Source: an optimization exercise on an open RTL-to-GDS flow (aim: small area). Production flows keep margins and buffers that such runs may drop. In this exercise RTL edits were held to simulation tests only and were not proved equivalent to the original. No activity file was given, so power comes from the tool's default toggle rates.

==> inputs of maple <==
## Sdram_Control
module Sdram_Control (
		RESET_N, CLK,
		WR1_ADDR, WR1_MAX_ADDR, WR1_LENGTH, WR1_LOAD,
		WR1_FIFO_Q, WR1_FIFO_RUSEDW, WR1_FIFO_RDREQ,
		RD1_ADDR, RD1_MAX_ADDR, RD1_LENGTH, RD1_LOAD,
		RD1_FIFO_DATA, RD1_FIFO_WRREQ, RD1_FIFO_WUSEDW,
		SA, BA, CS_N, CKE, RAS_N, CAS_N, WE_N,
		DQ_IN, DQ_OUT, DQ_OE, DQM
);
parameter	INIT_PER	   =	24000;
parameter	REF_PER		=	1024;
parameter	SC_CL		  =	3;
parameter	SC_RCD		=	3;
parameter	SC_RRD		=	7;
parameter	SC_PM		  =	1;
parameter	SC_BL		  =	1;
parameter	SDR_BL		=	(SC_PM == 1) ? 3'b111	:
							        (SC_BL == 1) ? 3'b000	:
							        (SC_BL == 2) ? 3'b001 :
							        (SC_BL == 4) ? 3'b010 : 3'b011;
parameter	SDR_BT		=	1'b0;	 
parameter	SDR_CL		=	(SC_CL == 2) ? 3'b10 : 3'b11;
input                           RESET_N;
input                           CLK;
input   [23-1:0]            WR1_ADDR;
input   [23-1:0]            WR1_MAX_ADDR;
input          [10:0]           WR1_LENGTH;
  ...
Settings: LEC_CHECK=0, CAP_MARGIN=20, CORE_MARGIN=2, CORE_UTILIZATION=75, SLEW_MARGIN=20; clock period 10.0 ns.
standard.sh (not shown) runs the stock make flow with config.mk's settings and CLKGATE_MAP_FILE= SYNTH_SCRIPT=/design/flow/synth_recipe.tcl, a recipe that flattens the netlist after the stock synthesis.
==> flow/flow/run.sh <==
#!/bin/bash
# Standard ORFS layout with these changes to how it is made:
#  - synthesis maps with an area-oriented ABC script (flow/abc_area.script) and
#    leaves adders to ABC instead of mapping them to adder cells first; the rest
#    of synthesis, and so every register, is the standard synthesis's;
#  - the port buffers use the smallest buffer cell;
#  - the clock tree clusters its sinks into fewer, larger clusters, without
#    dummy loads, and uses a small root buffer.
set -euo pipefail
rm -rf scripts_abc
cp -r "$FLOW_HOME/scripts" scripts_abc
cp flow/abc_area.script scripts_abc/abc_speed.script
bash standard.sh finish \
  "SCRIPTS_DIR=$PWD/scripts_abc" \
  'ADDER_MAP_FILE=' \
  'BUFFER_PORTS_ARGS=-buffer_cell sky130_fd_sc_hd__buf_1' \
  'CTS_ARGS=-sink_clustering_enable -repair_clock_nets -sink_clustering_size 28 -sink_clustering_max_diameter 160 -dont_use_dummy_load -root_buf sky130_fd_sc_hd__clkbuf_4 -tree_buf sky130_fd_sc_hd__clkbuf_8 -sink_clustering_buffer sky130_fd_sc_hd__clkbuf_16' \
  > standard_make.log 2>&1
==> flow/flow/abc_area.script <==
strash
&get -n
&st
&deepsyn -T 120 -t
&put
dch -f
amap -m -F 4 -A 8
==> inputs of juniper, as changes to maple <==
--- a/flow/design.v
+++ b/flow/design.v
@@ -56,16 +56,16 @@
 output                          RAS_N;
 output                          CAS_N;
 output                          WE_N;
 input   [16-1:0]            DQ_IN;
 output  [16-1:0]            DQ_OUT;
 output                          DQ_OE;
 output [16/8-1:0]           DQM;
-localparam [14:0] T_TOP  = INIT_PER + REF_PER + 201;    
-localparam [14:0] T_REF  = REF_PER;
+localparam [15:0] T_TOP  = INIT_PER + REF_PER + 201;    
+localparam [15:0] T_REF  = REF_PER;
 function automatic lt23(input [22:0] a, input [22:0] b);
 	integer i; reg l;
 	begin
 		l = 1'b0;
 		for (i = 0; i < 23; i = i + 1)
 			l = (~a[i] & b[i]) | (~a[i] & l) | (b[i] & l);
 		lt23 = l;
@@ -77,20 +77,20 @@
 		b = 1'b1;
 		for (i = 0; i < 9; i = i + 1) begin
 			dec9[i] = x[i] ^ b;
 			b = b & ~x[i];
 		end
 	end
 endfunction
-function automatic [14:0] dec15(input [14:0] x);
+function automatic [15:0] dec16(input [15:0] x);
 	integer i; reg b;
 	begin
 		b = 1'b1;
-		for (i = 0; i < 15; i = i + 1) begin
-			dec15[i] = x[i] ^ b;
+		for (i = 0; i < 16; i = i + 1) begin
+			dec16[i] = x[i] ^ b;
 			b = b & ~x[i];
 		end
 	end
 endfunction
 function automatic [3:0] dec4(input [3:0] x);
 	integer i; reg b;
 	begin
@@ -131,31 +131,26 @@
 	end
 endfunction
 reg  [22:0] rWR1_ADDR, rRD1_ADDR, rWR1_MAX, rRD1_MAX;
 reg   [8:0] rWR1_LEN, rRD1_LEN;
 reg         mWR, mRD;         
 reg   [2:0] U;                
 reg   [8:0] R;                
-reg         out_valid, cmd_d, CMD_ACK;
-reg         cont_r;
-reg   [2:0] A_cb;             
-reg   [7:0] A_col;            
-wire [22:0] A = {A_cb, mWR ? rWR1_ADDR[19:8] : rRD1_ADDR[19:8], A_col};
+reg         out_valid, rdone, cmd_d, CMD_ACK;
+reg         cont_r, wdone;
+reg  [22:0] A;                
 reg  [15:0] mDATAOUT;
 wire cnt   = U[2] | U[1];
-wire rdone;
 wire st0   = (U == 3'd0);
 wire st1   = (U == 3'd1);
 wire endc  = cnt & (R == 9'h1FB);    
-wire s_frc = cnt & (R == 9'h1FE);    
+wire frc   = cnt & (R == 9'h1FF);    
 wire rq0   = cnt & (R == 9'h000);    
-wire wdone = endc & mWR;
 wire Write = mWR & ~st0 & ~wdone;
 wire Read  = mRD & ~st0;
-assign rdone = st0 & mRD & (R == 9'h1FA);
 wire start = st0 & (mWR | (mRD & ~rdone));
 wire idle  = ~mWR & ~mRD & st0 & ~WR1_LOAD & ~RD1_LOAD;
 wire wcond = ~lt10(WR1_FIFO_RUSEDW, {1'b0, rWR1_LEN}) && (rWR1_LEN != 9'd0);
 wire rcond = lt10(RD1_FIFO_WUSEDW, {1'b0, rRD1_LEN});
 wire  [8:0] len_s = mWR ? rWR1_LEN : rRD1_LEN;
 wire [22:0] max_s = mWR ? rWR1_MAX : rRD1_MAX;
 reg  [23:0] nxt;             
@@ -166,38 +161,34 @@
 		nxt[i] = A[i] ^ (i < 9 ? len_s[i] : 1'b0) ^ c;
 		c = (A[i] & (i < 9 ? len_s[i] : 1'b0)) | (c & (A[i] ^ (i < 9 ? len_s[i] : 1'b0)));
 	end
 	nxt[23] = c;
 end
 wire        mflag = (max_s[22:9] == 14'd0) && lt10({1'b0, max_s[8:0]}, {1'b0, len_s});
 wire        cont  = nxt[23] ? (mflag & lt23(nxt[22:0], max_s)) : (mflag | lt23(nxt[22:0], max_s));
-reg  [14:0] T;
-reg         REF_REQ;
+reg  [15:0] T;
+reg         REF_REQ, LOAD_MODE, do_initial;
 wire INIT_REQ  = ~REF_REQ & (T >= REF_PER + 201) & (T <= REF_PER + INIT_PER + 200);
 wire PRECHARGE = ~REF_REQ & (T == REF_PER + 180);
 wire REFRESH   = ~REF_REQ & ((T == REF_PER + 160) | (T == REF_PER + 140) |
                              (T == REF_PER + 120) | (T == REF_PER + 100) |
                              (T == REF_PER +  80) | (T == REF_PER +  60) |
                              (T == REF_PER +  40) | (T == REF_PER +  20));
-reg do_rwa, do_refresh, do_pl;    
-wire do_precharge = do_pl & (T >= REF_PER);
-wire do_load_mode = do_pl & (T < REF_PER);
+reg do_rwa, do_refresh, do_precharge, do_load_mode;    
 reg [3:0] J;           
 reg [2:0] P;           
 reg rw_flag, ex, oe4, OE, do_rw;
-reg c_ras, c_cas, c_we;
-reg s_ras, s_cas, s_we;
-wire LOAD_MODE = ~REF_REQ & (T == REF_PER) & ~(~s_ras & ~s_cas & s_we);
-wire s_init = ~REF_REQ & (T >= REF_PER + 198) & (T <= REF_PER + INIT_PER + 197);
+reg c_ras, c_cas, c_we, c_init;
+reg s_ras, s_cas, s_we, s_init, s_frc;
 wire REF_ACK = ~c_ras & ~c_cas & c_we & REF_REQ;
 wire CM_ACK = J[3] & J[0] & ~REF_ACK;
 reg [1:0] rw_shift;
 wire command_done = (J != 4'd0);
 wire rp_done      = P[2] | (P[1] & P[0]);
-wire do_any = do_refresh | do_rwa | do_pl;
+wire do_any = do_refresh | do_rwa | do_precharge | do_load_mode;
 wire do_reada  = do_rwa & mRD;
 wire do_writea = do_rwa & mWR;
 wire PM_STOP;
 wire c_act = rw_shift[1];      
 wire s_act = rw_shift[0];      
 assign PM_STOP = s_frc;
 always @(posedge CLK)
@@ -213,18 +204,19 @@
 			rWR1_ADDR <= cont_r ? nxt[22:0] : WR1_ADDR;
 		if (rdone)
 			rRD1_ADDR <= cont_r ? nxt[22:0] : RD1_ADDR;
 	end
 always @(posedge CLK)
 	if (!RESET_N) begin
 		mWR <= 1'b0; mRD <= 1'b0; U <= 3'd0;
-		out_valid <= 1'b0;
-		cmd_d <= 1'b0; CMD_ACK <= 1'b0; A_cb <= 3'd0; A_col <= 8'd0;
+		out_valid <= 1'b0; rdone <= 1'b0; wdone <= 1'b0;
+		cmd_d <= 1'b0; CMD_ACK <= 1'b0; A <= 23'd0;
 	end else begin
 		cont_r <= cont;
+		wdone  <= mWR & cnt & (R == 9'h1FC);    
 		if (idle & wcond)
 			mWR <= 1'b1;
 		else if (idle & rcond)
 			mRD <= 1'b1;
 		if (rdone)
 			mRD <= 1'b0;
 		else if (wdone)
@@ -234,46 +226,50 @@
 		end else if (st1) begin
 			if (CMD_ACK) U <= 3'd2;
 		end else if (endc)
 			U <= 3'd0;
 		else if (U != 3'd7)
 			U <= inc3(U);
 		out_valid <= Read & (U == 3'd7) & ~endc;
+		rdone     <= Read & endc;
 		cmd_d     <= st1;
 		CMD_ACK   <= CM_ACK & ~CMD_ACK;
 		if (cmd_d)
-			{A_cb, A_col} <= mWR ? {rWR1_ADDR[22:20], rWR1_ADDR[7:0]} : {rRD1_ADDR[22:20], rRD1_ADDR[7:0]};
+			A <= mWR ? rWR1_ADDR : rRD1_ADDR;
 	end
 always @(posedge CLK) begin
 	if (st0)
 		R <= len_s;
 	else if (cnt)
 		R <= dec9(R);
 	mDATAOUT <= DQ_IN;    
 end
 always @(posedge CLK)
 	if (!RESET_N) begin
-		T <= T_TOP; REF_REQ <= 1'b0;
+		T <= T_TOP; REF_REQ <= 1'b0; LOAD_MODE <= 1'b0; do_initial <= 1'b0;
 	end else begin
-		T          <= REF_ACK ? T_REF : dec15(T);
-		REF_REQ    <= (T == 15'd0) | (REF_REQ & ~REF_ACK);
+		T          <= REF_ACK ? T_REF : dec16(T);
+		REF_REQ    <= (T == 16'd0) | (REF_REQ & ~REF_ACK);
+		LOAD_MODE  <= ~REF_REQ & (T == REF_PER + 1);
+		do_initial <= INIT_REQ;
 	end
 always @(posedge CLK)
 	if (!RESET_N) begin
-		do_rwa <= 0; do_refresh <= 0; do_pl <= 0;
+		do_rwa <= 0; do_refresh <= 0; do_precharge <= 0; do_load_mode <= 0;
 		J <= 0; P <= 0; rw_flag <= 0; ex <= 0;
 	end else if (INIT_REQ) begin
-		do_rwa <= 0; do_refresh <= 0; do_pl <= 0;
+		do_rwa <= 0; do_refresh <= 0; do_precharge <= 0; do_load_mode <= 0;
 		J <= 0; P <= 0; rw_flag <= 0; ex <= 0;
 	end else begin
 		do_refresh   <= (REF_REQ | REFRESH) & ~command_done & ~do_refresh & ~rp_done & ~do_rwa;
 		do_rwa       <= cmd_d & ~command_done & ~do_rwa & ~rp_done & ~REF_REQ;
 		if (cmd_d & ~command_done & ~do_rwa & ~rp_done & ~REF_REQ)
 			ex <= 1'b1;
-		do_pl        <= (PRECHARGE | LOAD_MODE) & ~command_done & ~do_pl;
+		do_precharge <= PRECHARGE & ~command_done & ~do_precharge;
+		do_load_mode <= LOAD_MODE & ~command_done & ~do_load_mode;
 		if (do_any) begin
 			J <= 4'd9;
 			rw_flag <= do_reada;
 		end else if (J != 4'd0)
 			J <= dec4(J);
 		if (J == 4'd1)
 			P <= 3'd7;
@@ -286,47 +282,50 @@
 	end
 always @(posedge CLK)
 	if (!RESET_N) begin
 		oe4 <= 0; OE <= 0; rw_shift <= 0; do_rw <= 0;
 	end else begin
 		if (do_writea)
 			oe4 <= 1'b1;
-		else if (do_precharge | do_reada | do_refresh | PM_STOP)    
+		else if (do_precharge | do_reada | do_refresh | do_initial | PM_STOP)
 			oe4 <= 1'b0;
 		OE <= oe4;
 		if (do_rwa)
 			rw_shift <= 2'b10;
 		else begin
 			rw_shift <= rw_shift >> 1;
 			do_rw    <= rw_shift[0];
 		end
 	end
 always @(posedge CLK)
 	if (!RESET_N) begin
-		c_ras <= 1; c_cas <= 1; c_we <= 1;
-		s_ras <= 1; s_cas <= 1; s_we <= 1;
+		c_ras <= 1; c_cas <= 1; c_we <= 1; c_init <= 0;
+		s_ras <= 1; s_cas <= 1; s_we <= 1; s_init <= 0; s_frc <= 0;
 	end else begin
+		c_init  <= do_initial;
 		if (do_refresh)                              {c_ras, c_cas, c_we} <= 3'b001;
 		else if (do_precharge & (oe4 | rw_flag))     {c_ras, c_cas, c_we} <= 3'b110;
 		else if (do_precharge)                       {c_ras, c_cas, c_we} <= 3'b010;
 		else if (do_load_mode)                       {c_ras, c_cas, c_we} <= 3'b000;
 		else if (do_rwa)                             {c_ras, c_cas, c_we} <= 3'b011;
 		else if (do_rw)                              {c_ras, c_cas, c_we} <= {2'b10, rw_flag};
 		else                                         {c_ras, c_cas, c_we} <= 3'b111;
+		s_init  <= c_init;
+		s_frc   <= frc;
 		{s_ras, s_cas, s_we} <= {c_ras, c_cas, c_we};
 	end
 wire s_lm    = ~s_ras & ~s_cas & ~s_we;                  
 wire s_baz   = ~s_we & (s_cas | ~s_ras);                 
 wire s_csall = (~s_ras & (~s_cas | ~s_we)) | (s_cas & ~s_we) | s_init;   
 wire s_a10   = (s_ras & ~s_cas) | (s_cas & ~s_we);       
 wire [11:0] sa_rc = s_act ? {A[19], A[18] & ~s_a10, A[17:8]} : {4'd0, A[7:0]};
 assign SA    = s_frc ? 12'h200 : s_lm ? {2'b00, SDR_CL, SDR_BT, SDR_BL} : sa_rc;
 assign BA    = s_baz ? 2'b00 : A[21:20];
 assign CS_N  = ~CKE ? 2'b01 : s_csall ? 2'b00 : {~A[22], A[22]};
-assign CKE   = ~(((T == T_TOP) | (T == T_TOP - 15'd1)) & ~REF_REQ);
+assign CKE   = ~(((T == T_TOP) | (T == T_TOP - 16'd1)) & ~REF_REQ);
 assign RAS_N = s_ras & ~s_frc;
 assign CAS_N = s_cas | s_frc;
 assign WE_N  = s_we & ~s_frc;
 wire dqm_n = (U[2] & ~(mWR & s_frc)) | rdone;
 assign DQM   = {~dqm_n, ~dqm_n};
 assign DQ_OUT = WR1_FIFO_Q;
 assign DQ_OE  = OE;
==> flow/flow/run.sh (replaced) <==
#!/bin/bash
# Standard ORFS layout with three changes to how it is made:
#  - synthesis maps with an area-oriented ABC script (flow/abc_area.script);
#    everything before ABC, and so every register, is the standard synthesis;
#  - the port buffers use the smallest buffer cell;
#  - clock tree sinks are clustered into fewer, larger clusters, without dummy loads.
set -euo pipefail
rm -rf scripts_abc
cp -r "$FLOW_HOME/scripts" scripts_abc
cp flow/abc_area.script scripts_abc/abc_speed.script
bash standard.sh finish \
  "SCRIPTS_DIR=$PWD/scripts_abc" \
  'BUFFER_PORTS_ARGS=-buffer_cell sky130_fd_sc_hd__buf_1' \
  'CTS_ARGS=-sink_clustering_enable -repair_clock_nets -sink_clustering_size 28 -sink_clustering_max_diameter 160 -dont_use_dummy_load' \
  > standard_make.log 2>&1
==> flow/flow/abc_area.script (replaced) <==
strash
&get -n
&st
&deepsyn -T 120 -t
&dch -f
&nf -a -R 1000
&put
- CORE_UTILIZATION: 75 -> 40
==> summary.txt <==
Pwr
  – Standby leakage power: 0.00404 uW
  – Internal: 1410 uW

Cells and area
  – Multi-input gate share of the layout cell area: 0.326

Setup path
  – Largest fanout of any net on the critical path: 40

Yosys
  – Synth Area in Compound Gates: 0.109

Die
  – Well tap count: 319

Run status
  – Run status: finished clean

Global routing
  – First-pass GRT wire length: 34,200 um
the above is filed under juniper

==> summary.txt <==
Die
  – Well tap count: 140

Pwr
  – Internal: 1250 uW

Yosys
  – Synth Area in Compound Gates: 0.212

Global routing
  – First-pass GRT wire length: 38,100 um

Setup path
  – Largest fanout of any net on the critical path: 47

Run status
  – Run status: finished clean
the above is filed under maple

-- what the ideal ports hide --
The results above use ideal ports. As a check the final layouts listed here were re-extracted and re-timed, cells and wires unchanged. Step 1 sets driving cells, clkbuf_16 on the clock port and buf_2 on the other inputs (assumed; they add their load-dependent delay and slew). Step 2 also shifts input and output timing later by t, the mid clock arrival at the registers, as if the neighbouring blocks saw the same clock. a / b / c = ideal / step 1 / step 2; a / b = the first two.
| run | t (ns) | slack for setup (ns) | pins driven straight from the clock port |
|---|---|---|---|
| maple | 0.670 | 2.847 / 2.847 / 2.847 | 1 |
| juniper | 0.499 | 2.661 / 2.661 / 2.661 | 1 |
After both steps setup and hold are still met in every run listed.
